Source: an optimization exercise on an open RTL-to-GDS flow (aim: small area, a short achievable clock period and few clock cycles). Production flows keep margins and buffers that such runs may drop. Only simulation tests tie the RTL to the original design; equivalence was not proved.

==> flow/design.v, too long to show whole: its modules and the start of the top module <==
// module fibonacci: 1046 lines
module fibonacci (
    input  logic        clk_i,
    input  logic        rst_ni,
    input  logic        start_i,
    input  logic [31:0] n_i,
    output logic [31:0] result_o,
    output logic        busy_o
);
  // ...
==> flow/run.sh <==
#!/bin/bash
# synth_recipe.tcl (not shown) runs the flow's synth.tcl, then flattens the netlist and writes it again
# the make line also repeats each setting of config.mk as NAME=value (left out here)
make -C /OpenROAD-flow-scripts/flow DESIGN_CONFIG=/design/flow/config.mk WORK_HOME=/design/flow/orfs CLKGATE_MAP_FILE= SYNTH_SCRIPT=/design/flow/synth_recipe.tcl finish
==> flow/config.mk <==
export PLATFORM = sky130hd
export DESIGN_NAME = fibonacci
export DESIGN_NICKNAME = fibonacci
export VERILOG_FILES = /design/flow/design.v
export SDC_FILE = /design/flow/constraint.sdc
export NUM_CORES = 4
export LEC_CHECK = 0
export CAP_MARGIN = 20
export CORE_MARGIN = 2
export CORE_UTILIZATION = 40
export SLEW_MARGIN = 20
==> flow/constraint.sdc <==
create_clock -name core_clock -period 5.0 [get_ports {clk_i}]
set_input_delay 1.0000 -clock core_clock [delete_from_list [all_inputs] [get_ports {clk_i}]]
set_output_delay 1.0000 -clock core_clock [all_outputs]
set_load 0.01 [all_outputs]
==> impl_results.md, run 1 <==
- Multi-Input Combinational: 2919
- Fillcell total: 7365
- Post-DP HPWL: 104.6 mm
- Top routing layer used: met5
- Worst Skew: 21.90 ps
- Slew Limit Fails: 0
- Vias: 30460
- M1 WL: 53.48 mm
- R2r startpoint: ph_q[0]
- Status: complete, no violations
- Area share of the largest cell type after synthesis: 15.42%
- Flop2flop setup slack: 200 ps
- Post-synth EDFFs: 101
- Num CTS Buffers: 17
- # IOs: 68
- Crit-path max FO: 8
- Post-layout util: 47.24%
- Overall Global Routing Usage: 33.50%
- Total grt overflow: 0
- DRT Pass-1 Iters: 19
- Worst path buffer plus inverter count: 6
- Synth Area in Compound Gates: 24.27%
- Routed WL per cell: 26.29 um
- Max_cap viols: 0
- Post-CTS Setup Bufs: 0
- Post-CTS sizing: 0
- Relative slew slack: 29.14%
- Initial antenna violation count: 2
- Crit-path cells: clkdlybuf4s50_1 > buf_4 > nor4_2 > nand4_2 > or4_4 > nor3_2 > nand2_1 > and2_1 > buf_4 > ha_1 > buf_12 > nand2_1 > buf_4 > nor2_1 > a2111oi_0 > buf_4 > nor3_1
- Synth-to-Final Area Change: 16.66%
- Core box area: 0.07308 mm^2
Testbench counts, summed over its fixed seeds: cycles 5,312.
==> inputs of run 2 (changes only) <==
--- a/flow/design.v
+++ b/flow/design.v
@@ -1,17 +1,17 @@
 module fibonacci (
     input  logic        clk_i,
     input  logic        rst_ni,
     input  logic        start_i,
     input  logic [31:0] n_i,
     output logic [31:0] result_o,
     output logic        busy_o
 );
-    localparam int T = 5;
+    localparam int T = 6;
     localparam int W = T + 1;
     logic        busy_q;
     logic [1:0]  ph_q;
     logic [4:0]  cnt_q;
     logic [31:0] x_q, r1_q, r2_q, c0_q, c1_q;
     logic [31:0] above, lead;
     always_comb begin
         above[31] = 1'b0;
@@ -28,118 +28,214 @@
         for (int i = T + 1; i < 32; i++) begin
             wnd  = wnd  | ({T{lead[i]}} & n_i[i-1 -: T]);
             cnt0 = cnt0 | ({5{lead[i]}} & 5'(i - T - 1));
         end
     end
     logic [31:0] tab_small;
     always_comb begin
         case (n_i[W-1:0])
-            6'd0: tab_small = 32'd0;
-            6'd1: tab_small = 32'd1;
-            6'd2: tab_small = 32'd1;
-            6'd3: tab_small = 32'd2;
-            6'd4: tab_small = 32'd3;
-            6'd5: tab_small = 32'd5;
-            6'd6: tab_small = 32'd8;
-            6'd7: tab_small = 32'd13;
-            6'd8: tab_small = 32'd21;
-            6'd9: tab_small = 32'd34;
-            6'd10: tab_small = 32'd55;
-            6'd11: tab_small = 32'd89;
-            6'd12: tab_small = 32'd144;
-            6'd13: tab_small = 32'd233;
-            6'd14: tab_small = 32'd377;
-            6'd15: tab_small = 32'd610;
-            6'd16: tab_small = 32'd987;
-            6'd17: tab_small = 32'd1597;
-            6'd18: tab_small = 32'd2584;
-            6'd19: tab_small = 32'd4181;
-            6'd20: tab_small = 32'd6765;
-            6'd21: tab_small = 32'd10946;
-            6'd22: tab_small = 32'd17711;
-            6'd23: tab_small = 32'd28657;
-            6'd24: tab_small = 32'd46368;
-            6'd25: tab_small = 32'd75025;
-            6'd26: tab_small = 32'd121393;
-            6'd27: tab_small = 32'd196418;
-            6'd28: tab_small = 32'd317811;
-            6'd29: tab_small = 32'd514229;
-            6'd30: tab_small = 32'd832040;
-            6'd31: tab_small = 32'd1346269;
-            6'd32: tab_small = 32'd2178309;
-            6'd33: tab_small = 32'd3524578;
-            6'd34: tab_small = 32'd5702887;
-            6'd35: tab_small = 32'd9227465;
-            6'd36: tab_small = 32'd14930352;
-            6'd37: tab_small = 32'd24157817;
-            6'd38: tab_small = 32'd39088169;
-            6'd39: tab_small = 32'd63245986;
-            6'd40: tab_small = 32'd102334155;
-            6'd41: tab_small = 32'd165580141;
-            6'd42: tab_small = 32'd267914296;
-            6'd43: tab_small = 32'd433494437;
-            6'd44: tab_small = 32'd701408733;
-            6'd45: tab_small = 32'd1134903170;
-            6'd46: tab_small = 32'd1836311903;
-            6'd47: tab_small = 32'd2971215073;
-            6'd48: tab_small = 32'd512559680;
-            6'd49: tab_small = 32'd3483774753;
-            6'd50: tab_small = 32'd3996334433;
-            6'd51: tab_small = 32'd3185141890;
-            6'd52: tab_small = 32'd2886509027;
-            6'd53: tab_small = 32'd1776683621;
-            6'd54: tab_small = 32'd368225352;
-            6'd55: tab_small = 32'd2144908973;
-            6'd56: tab_small = 32'd2513134325;
-            6'd57: tab_small = 32'd363076002;
-            6'd58: tab_small = 32'd2876210327;
-            6'd59: tab_small = 32'd3239286329;
-            6'd60: tab_small = 32'd1820529360;
-            6'd61: tab_small = 32'd764848393;
-            6'd62: tab_small = 32'd2585377753;
-            6'd63: tab_small = 32'd3350226146;
+            7'd0: tab_small = 32'd0;
+            7'd1: tab_small = 32'd1;
+            7'd2: tab_small = 32'd1;
+            7'd3: tab_small = 32'd2;
+            7'd4: tab_small = 32'd3;
+            7'd5: tab_small = 32'd5;
+            7'd6: tab_small = 32'd8;
+            7'd7: tab_small = 32'd13;
+            7'd8: tab_small = 32'd21;
+            7'd9: tab_small = 32'd34;
+            7'd10: tab_small = 32'd55;
+            7'd11: tab_small = 32'd89;
+            7'd12: tab_small = 32'd144;
+            7'd13: tab_small = 32'd233;
+            7'd14: tab_small = 32'd377;
+            7'd15: tab_small = 32'd610;
+            7'd16: tab_small = 32'd987;
+            7'd17: tab_small = 32'd1597;
+            7'd18: tab_small = 32'd2584;
+            7'd19: tab_small = 32'd4181;
+            7'd20: tab_small = 32'd6765;
+            7'd21: tab_small = 32'd10946;
+            7'd22: tab_small = 32'd17711;
+            7'd23: tab_small = 32'd28657;
+            7'd24: tab_small = 32'd46368;
+            7'd25: tab_small = 32'd75025;
+            7'd26: tab_small = 32'd121393;
+            7'd27: tab_small = 32'd196418;
+            7'd28: tab_small = 32'd317811;
+            7'd29: tab_small = 32'd514229;
+            7'd30: tab_small = 32'd832040;
+            7'd31: tab_small = 32'd1346269;
+            7'd32: tab_small = 32'd2178309;
+            7'd33: tab_small = 32'd3524578;
+            7'd34: tab_small = 32'd5702887;
+            7'd35: tab_small = 32'd9227465;
+            7'd36: tab_small = 32'd14930352;
+            7'd37: tab_small = 32'd24157817;
+            7'd38: tab_small = 32'd39088169;
+            7'd39: tab_small = 32'd63245986;
+            7'd40: tab_small = 32'd102334155;
+            7'd41: tab_small = 32'd165580141;
+            7'd42: tab_small = 32'd267914296;
+            7'd43: tab_small = 32'd433494437;
+            7'd44: tab_small = 32'd701408733;
+            7'd45: tab_small = 32'd1134903170;
+            7'd46: tab_small = 32'd1836311903;
+            7'd47: tab_small = 32'd2971215073;
+            7'd48: tab_small = 32'd512559680;
+            7'd49: tab_small = 32'd3483774753;
+            7'd50: tab_small = 32'd3996334433;
+            7'd51: tab_small = 32'd3185141890;
+            7'd52: tab_small = 32'd2886509027;
+            7'd53: tab_small = 32'd1776683621;
+            7'd54: tab_small = 32'd368225352;
+            7'd55: tab_small = 32'd2144908973;
+            7'd56: tab_small = 32'd2513134325;
+            7'd57: tab_small = 32'd363076002;
+            7'd58: tab_small = 32'd2876210327;
+            7'd59: tab_small = 32'd3239286329;
+            7'd60: tab_small = 32'd1820529360;
+            7'd61: tab_small = 32'd764848393;
+            7'd62: tab_small = 32'd2585377753;
+            7'd63: tab_small = 32'd3350226146;
+            7'd64: tab_small = 32'd1640636603;
+            7'd65: tab_small = 32'd695895453;
+            7'd66: tab_small = 32'd2336532056;
+            7'd67: tab_small = 32'd3032427509;
+            7'd68: tab_small = 32'd1073992269;
+            7'd69: tab_small = 32'd4106419778;
+            7'd70: tab_small = 32'd885444751;
+            7'd71: tab_small = 32'd696897233;
+            7'd72: tab_small = 32'd1582341984;
+            7'd73: tab_small = 32'd2279239217;
+            7'd74: tab_small = 32'd3861581201;
+            7'd75: tab_small = 32'd1845853122;
+            7'd76: tab_small = 32'd1412467027;
+            7'd77: tab_small = 32'd3258320149;
+            7'd78: tab_small = 32'd375819880;
+            7'd79: tab_small = 32'd3634140029;
+            7'd80: tab_small = 32'd4009959909;
+            7'd81: tab_small = 32'd3349132642;
+            7'd82: tab_small = 32'd3064125255;
+            7'd83: tab_small = 32'd2118290601;
+            7'd84: tab_small = 32'd887448560;
+            7'd85: tab_small = 32'd3005739161;
+            7'd86: tab_small = 32'd3893187721;
+            7'd87: tab_small = 32'd2603959586;
+            7'd88: tab_small = 32'd2202180011;
+            7'd89: tab_small = 32'd511172301;
+            7'd90: tab_small = 32'd2713352312;
+            7'd91: tab_small = 32'd3224524613;
+            7'd92: tab_small = 32'd1642909629;
+            7'd93: tab_small = 32'd572466946;
+            7'd94: tab_small = 32'd2215376575;
+            7'd95: tab_small = 32'd2787843521;
+            7'd96: tab_small = 32'd708252800;
+            7'd97: tab_small = 32'd3496096321;
+            7'd98: tab_small = 32'd4204349121;
+            7'd99: tab_small = 32'd3405478146;
+            7'd100: tab_small = 32'd3314859971;
+            7'd101: tab_small = 32'd2425370821;
+            7'd102: tab_small = 32'd1445263496;
+            7'd103: tab_small = 32'd3870634317;
+            7'd104: tab_small = 32'd1020930517;
+            7'd105: tab_small = 32'd596597538;
+            7'd106: tab_small = 32'd1617528055;
+            7'd107: tab_small = 32'd2214125593;
+            7'd108: tab_small = 32'd3831653648;
+            7'd109: tab_small = 32'd1750811945;
+            7'd110: tab_small = 32'd1287498297;
+            7'd111: tab_small = 32'd3038310242;
+            7'd112: tab_small = 32'd30841243;
+            7'd113: tab_small = 32'd3069151485;
+            7'd114: tab_small = 32'd3099992728;
+            7'd115: tab_small = 32'd1874176917;
+            7'd116: tab_small = 32'd679202349;
+            7'd117: tab_small = 32'd2553379266;
+            7'd118: tab_small = 32'd3232581615;
+            7'd119: tab_small = 32'd1490993585;
+            7'd120: tab_small = 32'd428607904;
+            7'd121: tab_small = 32'd1919601489;
+            7'd122: tab_small = 32'd2348209393;
+            7'd123: tab_small = 32'd4267810882;
+            7'd124: tab_small = 32'd2321052979;
+            7'd125: tab_small = 32'd2293896565;
+            7'd126: tab_small = 32'd319982248;
+            7'd127: tab_small = 32'd2613878813;
             default: tab_small = 32'd0;
         endcase
     end
     logic [95:0] tab_big;
     always_comb begin
         case (wnd)
-            5'd0: tab_big = {32'd1604658052, 32'd3386204697, 32'd4258988745};
-            5'd1: tab_big = {32'd1427769457, 32'd1604658052, 32'd3386204697};
-            5'd2: tab_big = {32'd2678650321, 32'd1427769457, 32'd1604658052};
-            5'd3: tab_big = {32'd2313214208, 32'd2678650321, 32'd1427769457};
-            5'd4: tab_big = {32'd4260992305, 32'd2313214208, 32'd2678650321};
-            5'd5: tab_big = {32'd1879828113, 32'd4260992305, 32'd2313214208};
-            5'd6: tab_big = {32'd1378492036, 32'd1879828113, 32'd4260992305};
-            5'd7: tab_big = {32'd2255647993, 32'd1378492036, 32'd1879828113};
-            5'd8: tab_big = {32'd1093484649, 32'd2255647993, 32'd1378492036};
-            5'd9: tab_big = {32'd1024805952, 32'd1093484649, 32'd2255647993};
-            5'd10: tab_big = {32'd1980933209, 32'd1024805952, 32'd1093484649};
-            5'd11: tab_big = {32'd623026377, 32'd1980933209, 32'd1024805952};
-            5'd12: tab_big = {32'd4183113220, 32'd623026377, 32'd1980933209};
-            5'd13: tab_big = {32'd3336378689, 32'd4183113220, 32'd623026377};
-            5'd14: tab_big = {32'd1531055553, 32'd3336378689, 32'd4183113220};
-            5'd15: tab_big = {32'd1256787968, 32'd1531055553, 32'd3336378689};
-            5'd16: tab_big = {32'd2239308353, 32'd1256787968, 32'd1531055553};
-            5'd17: tab_big = {32'd1166169793, 32'd2239308353, 32'd1256787968};
-            5'd18: tab_big = {32'd1259201028, 32'd1166169793, 32'd2239308353};
-            5'd19: tab_big = {32'd2611433289, 32'd1259201028, 32'd1166169793};
-            5'd20: tab_big = {32'd2280131545, 32'd2611433289, 32'd1259201028};
-            5'd21: tab_big = {32'd4228961344, 32'd2280131545, 32'd2611433289};
-            5'd22: tab_big = {32'd1816817897, 32'd4228961344, 32'd2280131545};
-            5'd23: tab_big = {32'd1221492345, 32'd1816817897, 32'd4228961344};
-            5'd24: tab_big = {32'd1847659140, 32'd1221492345, 32'd1816817897};
-            5'd25: tab_big = {32'd26517777, 32'd1847659140, 32'd1221492345};
-            5'd26: tab_big = {32'd2526861489, 32'd26517777, 32'd1847659140};
-            5'd27: tab_big = {32'd3259099392, 32'd2526861489, 32'd26517777};
-            5'd28: tab_big = {32'd2955469393, 32'd3259099392, 32'd2526861489};
-            5'd29: tab_big = {32'd1312341489, 32'd2955469393, 32'd3259099392};
-            5'd30: tab_big = {32'd981555076, 32'd1312341489, 32'd2955469393};
-            5'd31: tab_big = {32'd1632323737, 32'd981555076, 32'd1312341489};
+            6'd0: tab_big = {32'd3915416137, 32'd1632323737, 32'd981555076};
+            6'd1: tab_big = {32'd1523990080, 32'd3915416137, 32'd1632323737};
+            6'd2: tab_big = {32'd656554105, 32'd1523990080, 32'd3915416137};
+            6'd3: tab_big = {32'd445672233, 32'd656554105, 32'd1523990080};
+            6'd4: tab_big = {32'd680462596, 32'd445672233, 32'd656554105};
+            6'd5: tab_big = {32'd1595715553, 32'd680462596, 32'd445672233};
+            6'd6: tab_big = {32'd4106684065, 32'd1595715553, 32'd680462596};
+            6'd7: tab_big = {32'd2134402048, 32'd4106684065, 32'd1595715553};
+            6'd8: tab_big = {32'd2296522081, 32'd2134402048, 32'd4106684065};
+            6'd9: tab_big = {32'd460196897, 32'd2296522081, 32'd2134402048};
+            6'd10: tab_big = {32'd3379035908, 32'd460196897, 32'd2296522081};
+            6'd11: tab_big = {32'd1086976233, 32'd3379035908, 32'd460196897};
+            6'd12: tab_big = {32'd4176860089, 32'd1086976233, 32'd3379035908};
+            6'd13: tab_big = {32'd2853669440, 32'd4176860089, 32'd1086976233};
+            6'd14: tab_big = {32'd89180937, 32'd2853669440, 32'd4176860089};
+            6'd15: tab_big = {32'd1708840665, 32'd89180937, 32'd2853669440};
+            6'd16: tab_big = {32'd742373764, 32'd1708840665, 32'd89180937};
+            6'd17: tab_big = {32'd518280625, 32'd742373764, 32'd1708840665};
+            6'd18: tab_big = {32'd812468113, 32'd518280625, 32'd742373764};
+            6'd19: tab_big = {32'd1919123712, 32'd812468113, 32'd518280625};
+            6'd20: tab_big = {32'd649935729, 32'd1919123712, 32'd812468113};
+            6'd21: tab_big = {32'd30683473, 32'd649935729, 32'd1919123712};
+            6'd22: tab_big = {32'd3737081988, 32'd30683473, 32'd649935729};
+            6'd23: tab_big = {32'd2590627897, 32'd3737081988, 32'd30683473};
+            6'd24: tab_big = {32'd4034801705, 32'd2590627897, 32'd3737081988};
+            6'd25: tab_big = {32'd923842624, 32'd4034801705, 32'd2590627897};
+            6'd26: tab_big = {32'd3031693465, 32'd923842624, 32'd4034801705};
+            6'd27: tab_big = {32'd3876270473, 32'd3031693465, 32'd923842624};
+            6'd28: tab_big = {32'd7183364, 32'd3876270473, 32'd3031693465};
+            6'd29: tab_big = {32'd440246913, 32'd7183364, 32'd3876270473};
+            6'd30: tab_big = {32'd1313557377, 32'd440246913, 32'd7183364};
+            6'd31: tab_big = {32'd3500425216, 32'd1313557377, 32'd440246913};
+            6'd32: tab_big = {32'd597783681, 32'd3500425216, 32'd1313557377};
+            6'd33: tab_big = {32'd2587893121, 32'd597783681, 32'd3500425216};
+            6'd34: tab_big = {32'd2870928388, 32'd2587893121, 32'd597783681};
+            6'd35: tab_big = {32'd1729924745, 32'd2870928388, 32'd2587893121};
+            6'd36: tab_big = {32'd2318845849, 32'd1729924745, 32'd2870928388};
+            6'd37: tab_big = {32'd931645504, 32'd2318845849, 32'd1729924745};
+            6'd38: tab_big = {32'd476090665, 32'd931645504, 32'd2318845849};
+            6'd39: tab_big = {32'd496626489, 32'd476090665, 32'd931645504};
+            6'd40: tab_big = {32'd1013788804, 32'd496626489, 32'd476090665};
+            6'd41: tab_big = {32'd2544739921, 32'd1013788804, 32'd496626489};
+            6'd42: tab_big = {32'd2325463665, 32'd2544739921, 32'd1013788804};
+            6'd43: tab_big = {32'd136683776, 32'd2325463665, 32'd2544739921};
+            6'd44: tab_big = {32'd2379554961, 32'd136683776, 32'd2325463665};
+            6'd45: tab_big = {32'd2707013809, 32'd2379554961, 32'd136683776};
+            6'd46: tab_big = {32'd1446519172, 32'd2707013809, 32'd2379554961};
+            6'd47: tab_big = {32'd1632543705, 32'd1446519172, 32'd2707013809};
+            6'd48: tab_big = {32'd3451111945, 32'd1632543705, 32'd1446519172};
+            6'd49: tab_big = {32'd130857536, 32'd3451111945, 32'd1632543705};
+            6'd50: tab_big = {32'd1236427961, 32'd130857536, 32'd3451111945};
+            6'd51: tab_big = {32'd3578426345, 32'd1236427961, 32'd130857536};
+            6'd52: tab_big = {32'd908916484, 32'd3578426345, 32'd1236427961};
+            6'd53: tab_big = {32'd3443290401, 32'd908916484, 32'd3578426345};
+            6'd54: tab_big = {32'd831020129, 32'd3443290401, 32'd908916484};
+            6'd55: tab_big = {32'd3344737280, 32'd831020129, 32'd3443290401};
+            6'd56: tab_big = {32'd613257121, 32'd3344737280, 32'd831020129};
+            6'd57: tab_big = {32'd2790001377, 32'd613257121, 32'd3344737280};
+            6'd58: tab_big = {32'd3461779716, 32'd2790001377, 32'd613257121};
+            6'd59: tab_big = {32'd3300370473, 32'd3461779716, 32'd2790001377};
+            6'd60: tab_big = {32'd2144364409, 32'd3300370473, 32'd3461779716};
+            6'd61: tab_big = {32'd3132722752, 32'd2144364409, 32'd3300370473};
+            6'd62: tab_big = {32'd2958836553, 32'd3132722752, 32'd2144364409};
+            6'd63: tab_big = {32'd1448819609, 32'd2958836553, 32'd3132722752};
             default: tab_big = 96'd0;
         endcase
     end
     logic [31:0] sq0, sq1;
     logic ts1;
     logic tc2;
     logic ts3;
     logic tc4;
--- a/flow/config.mk
+++ b/flow/config.mk
@@ -4,8 +4,9 @@
 export VERILOG_FILES = /design/flow/design.v
 export SDC_FILE = /design/flow/constraint.sdc
 export NUM_CORES = 4
 export LEC_CHECK = 0
 export CAP_MARGIN = 20
 export CORE_MARGIN = 2
 export CORE_UTILIZATION = 40
 export SLEW_MARGIN = 20
+export SYNTH_MEMORY_MAX_BITS = 65536
==> impl_results.md, run 2 <==
- Status: finished with violations
- SO Faults: negative setup slack
- Core box area: 0.08824 mm^2 (+21%)
- Clock Path Buffers: 2
- Fin crit share: 100.8%
- Latest clock arrival within the worst-skew pair: 550 ps
- Drt via density: 6.873
- Routed Antenna Nets: 0
- Relative slew slack: 26.19% (-2.9 points)
- Crit Reg-Reg Endpoint: r2_q[18]
- Cell with the most instances after synthesis: nand2_1
- Placement Cell Area: 0.04496 mm^2
- Routed WL per cell: 35.13 um (+34%)
- Commonest non-fill, non-tap cell in the layout: buf_4
- Most frequent cells in the layout: buf_4, nand2_1, o21ai_0, inv_1, a21oi_1
- Synth-to-Final Area Change: 28.68%
- Area contributors post-synth: fa_1, edfxtp_1, ha_1
- RSZ-0062 raised after global routing: no
- Post-synth EDFFs: 101 (unchanged)
- Synthesized area: 0.03553 mm^2
- Critical path arrival: 5460 ps
- Hold buffer count at CTS: 0
- Layout cell share with drive strength beyond 1: 22.17%
- Largest net degree at the start of global routing: 175
- FFs w/ async S/R, synth: 16.84%
- Pre-CTS setup slack: -801.1 ps
- Area share of the largest cell type after synthesis: 12.85% (-2.6 points)
- GP Congestion: 1.143
- Area of the multi-input gates: 0.02751 mm^2
- Max_cap viols: 0 (unchanged)
- Register area share after synthesis: 14.35%
- CTS tree: yes
- Initial antenna violation count: 17 (+15)
- Hold Crit Class: reg -> reg
- Synth Instances: 4753
- Clk pin slew, worst setup/hold paths: 90 ps
- Ys flop type: edfxtp_1
- Worst Setup SP: n_i[21]
- Die area: 0.09123 mm^2
- Peak Freq: 0.1984 GHz
- Slew Limit Fails: 0 (unchanged)
- Post-synthesis net count: 5205
- DRC: 0
- # IOs: 68 (unchanged)
- Die W: 302.0 um
- First-pass GRT wire length: 327.0 mm
- Iteration-0 DRC Markers: 8282
- Initial core utilization: 40.27%
- Post-DP HPWL: 188.4 mm (+80%)
- Num CTS Buffers: 17 (unchanged)
- Ranking of synthesized cells by instance count: nand2_1, o21ai_0, inv_1
- Row Count: 109
- Post-route cell area: 0.04572 mm^2
- Critical path required time: 5410 ps
- Crit-path max FO: 22 (+14)
- Overall Global Routing Usage: 50.47% (+17 points)
- Register Area: 0.005100 mm^2
- Flop2flop setup slack: 230 ps (+30 ps)
- Setup WS post-layout: -41.60 ps
- Root Driver: clkbuf_16
- Crit path kind: in -> reg
- Layout Nets: 5964
- Worst setup EP type: flop
- Htree depth: 4
- Fin. Hold Viols: 0
- Worst Skew: 31.80 ps (+9.898 ps)
- Tmin final: 5042 ps
- Total grt overflow: 0 (unchanged)
- Clock sinks: 196
- IO Port Bufs: 67
- Post-layout util: 51.81% (+4.6 points)
- R2r startpoint: ph_q[0]
- #FFs+latches synth: 196
- Post-synthesis cell type count: 98
- Drt total wl: 235.3 mm
- YS warnings: 1
- Final setup violation count: 1
- Die H: 302.0 um
- Syn Area/Cell: 7.475 um^2
- Vias: 46040 (+51%)
- Slew @ Worst Pin: 1105 ps
- DRT Pass-1 Iters: 9 (-10)
- Fillcell total: 8318 (+13%)
- Post-synth top area cell: fa_1
- Setup crit end: c0_q[30]
- Critical Path Start Type: input port
- Vias in the first global route: 44040
- Depth of the most critical reg-to-reg path: 18
run 2: worst min-delay path by stage:
| stage | from | end | slack (ps) | cells past startpoint |
|---|---|---|---|---|
| final | ph_q[0] | ph_q[0] | 590 | 1 |
| after global routing | ph_q[0] | ph_q[0] | 600 | 1 |
| after CTS | ph_q[0] | ph_q[0] | 580 | 1 |
| after detailed placement | ph_q[0] | ph_q[0] | 560 | 1 |
| after global placement | ph_q[0] | ph_q[0] | 520 | 1 |
| after floorplan | ph_q[0] | ph_q[0] | 500 | 1 |
run 2: critical path, stage by stage:
cell             delay [ps]
clkdlybuf4s50_1         500
or4_1                   230
buf_4                   190
nor4_2                   50
buf_4                   150
a32oi_1                 410
o211ai_1                170
buf_4                   190
or3_4                   420
buf_12                  160
inv_4                   210
buf_12                  250
nand2_2                 100
nor2_1                  280
nor2_1                  210
o311ai_1                540
buf_4                   240
o31ai_1                  90
run 2: what timing repair did:
item                       in CTS  in global routing
gates resized for setup         3                 15
setup buffers                   0                  1
setup endpoints to repair       3                 69
pin swaps                       0                  2
run 2: logic make-up after synthesis:
kind of cell	Yosys count	share of synthesized area, %
AOI/OAI and AO/OA	1591	29.68
and+or+nand+nor	1561	21.55
buffers and inverters	767	8.645
adders and majority gates	417	19.50
DFF	196	14.35
xor gates and xnor gates	144	3.550
muxes	77	2.715
run 2: per-layer routing:
metal,up-vias,track usage (%),wire length (um)
li1,18760,-,-
met2,4127,70.03,91340
met1,22130,64.51,88400
met5,-,0,102
met4,16,30.67,18620
met3,1010,21.37,36870
run 2: cell type report:
cell class | instances | share of cell area, %
diodes | 9 | 0.04926
clock buffers | 17 | 0.9305
clock inverters | 15 | 0.4953
inverters | 372 | 3.071
multi-input cells | 3790 | 60.18
flip-flops and latches | 196 | 11.15
well taps | 1165 | 3.188
repair buffers | 1135 | 20.94
run 2: per-stage QoR:
stage	TNS (ps)	std cells	hold slack [ps]
3_5_place_dp	-35670	6657	555.2
4_1_cts	0	6689	575.5
2_1_floorplan	-1.354	4753	498.5
5_1_grt	0	6690	601.5
6_report	-41.60	6699	592.3
3_3_place_gp	-36870	6657	519.9
Testbench counts of run 2, summed over its fixed seeds: cycles 3,473.

==> re-timing with driven ports <==
Ports are ideal in the flow. The routed layouts listed here were re-timed in OpenROAD. Step 1: set_driving_cell puts a clkbuf_16 on clk_i and a buf_2 on each other input, an assumption about the parent block. Step 2 adds t to the input delays and takes it off the output delays; t is the mean of the earliest and latest rising clock arrival at the registers after step 1. Input paths then give back, and output paths get back, about the clock's delay inside the block. Slacks: ideal ports / drivers / drivers and shift; pairs: ideal ports / drivers.
| run | t (ns) | slack for setup (ns) | hold WS [ns] |
|---|---|---|---|
| run 1 | 0.571 | 0.174 / 0.203 / -0.355 | 0.572 / 0.572 / 0.572 |
| run 2 | 0.604 | -0.042 / 0.002 / -0.602 | 0.592 / 0.582 / 0.592 |
With both steps, setup timing fails in run 1, where it was met with ideal ports. For run 2, which loses most, drivers alone change the setup slack by +0.044 ns; drivers and shift together by -0.560 ns.
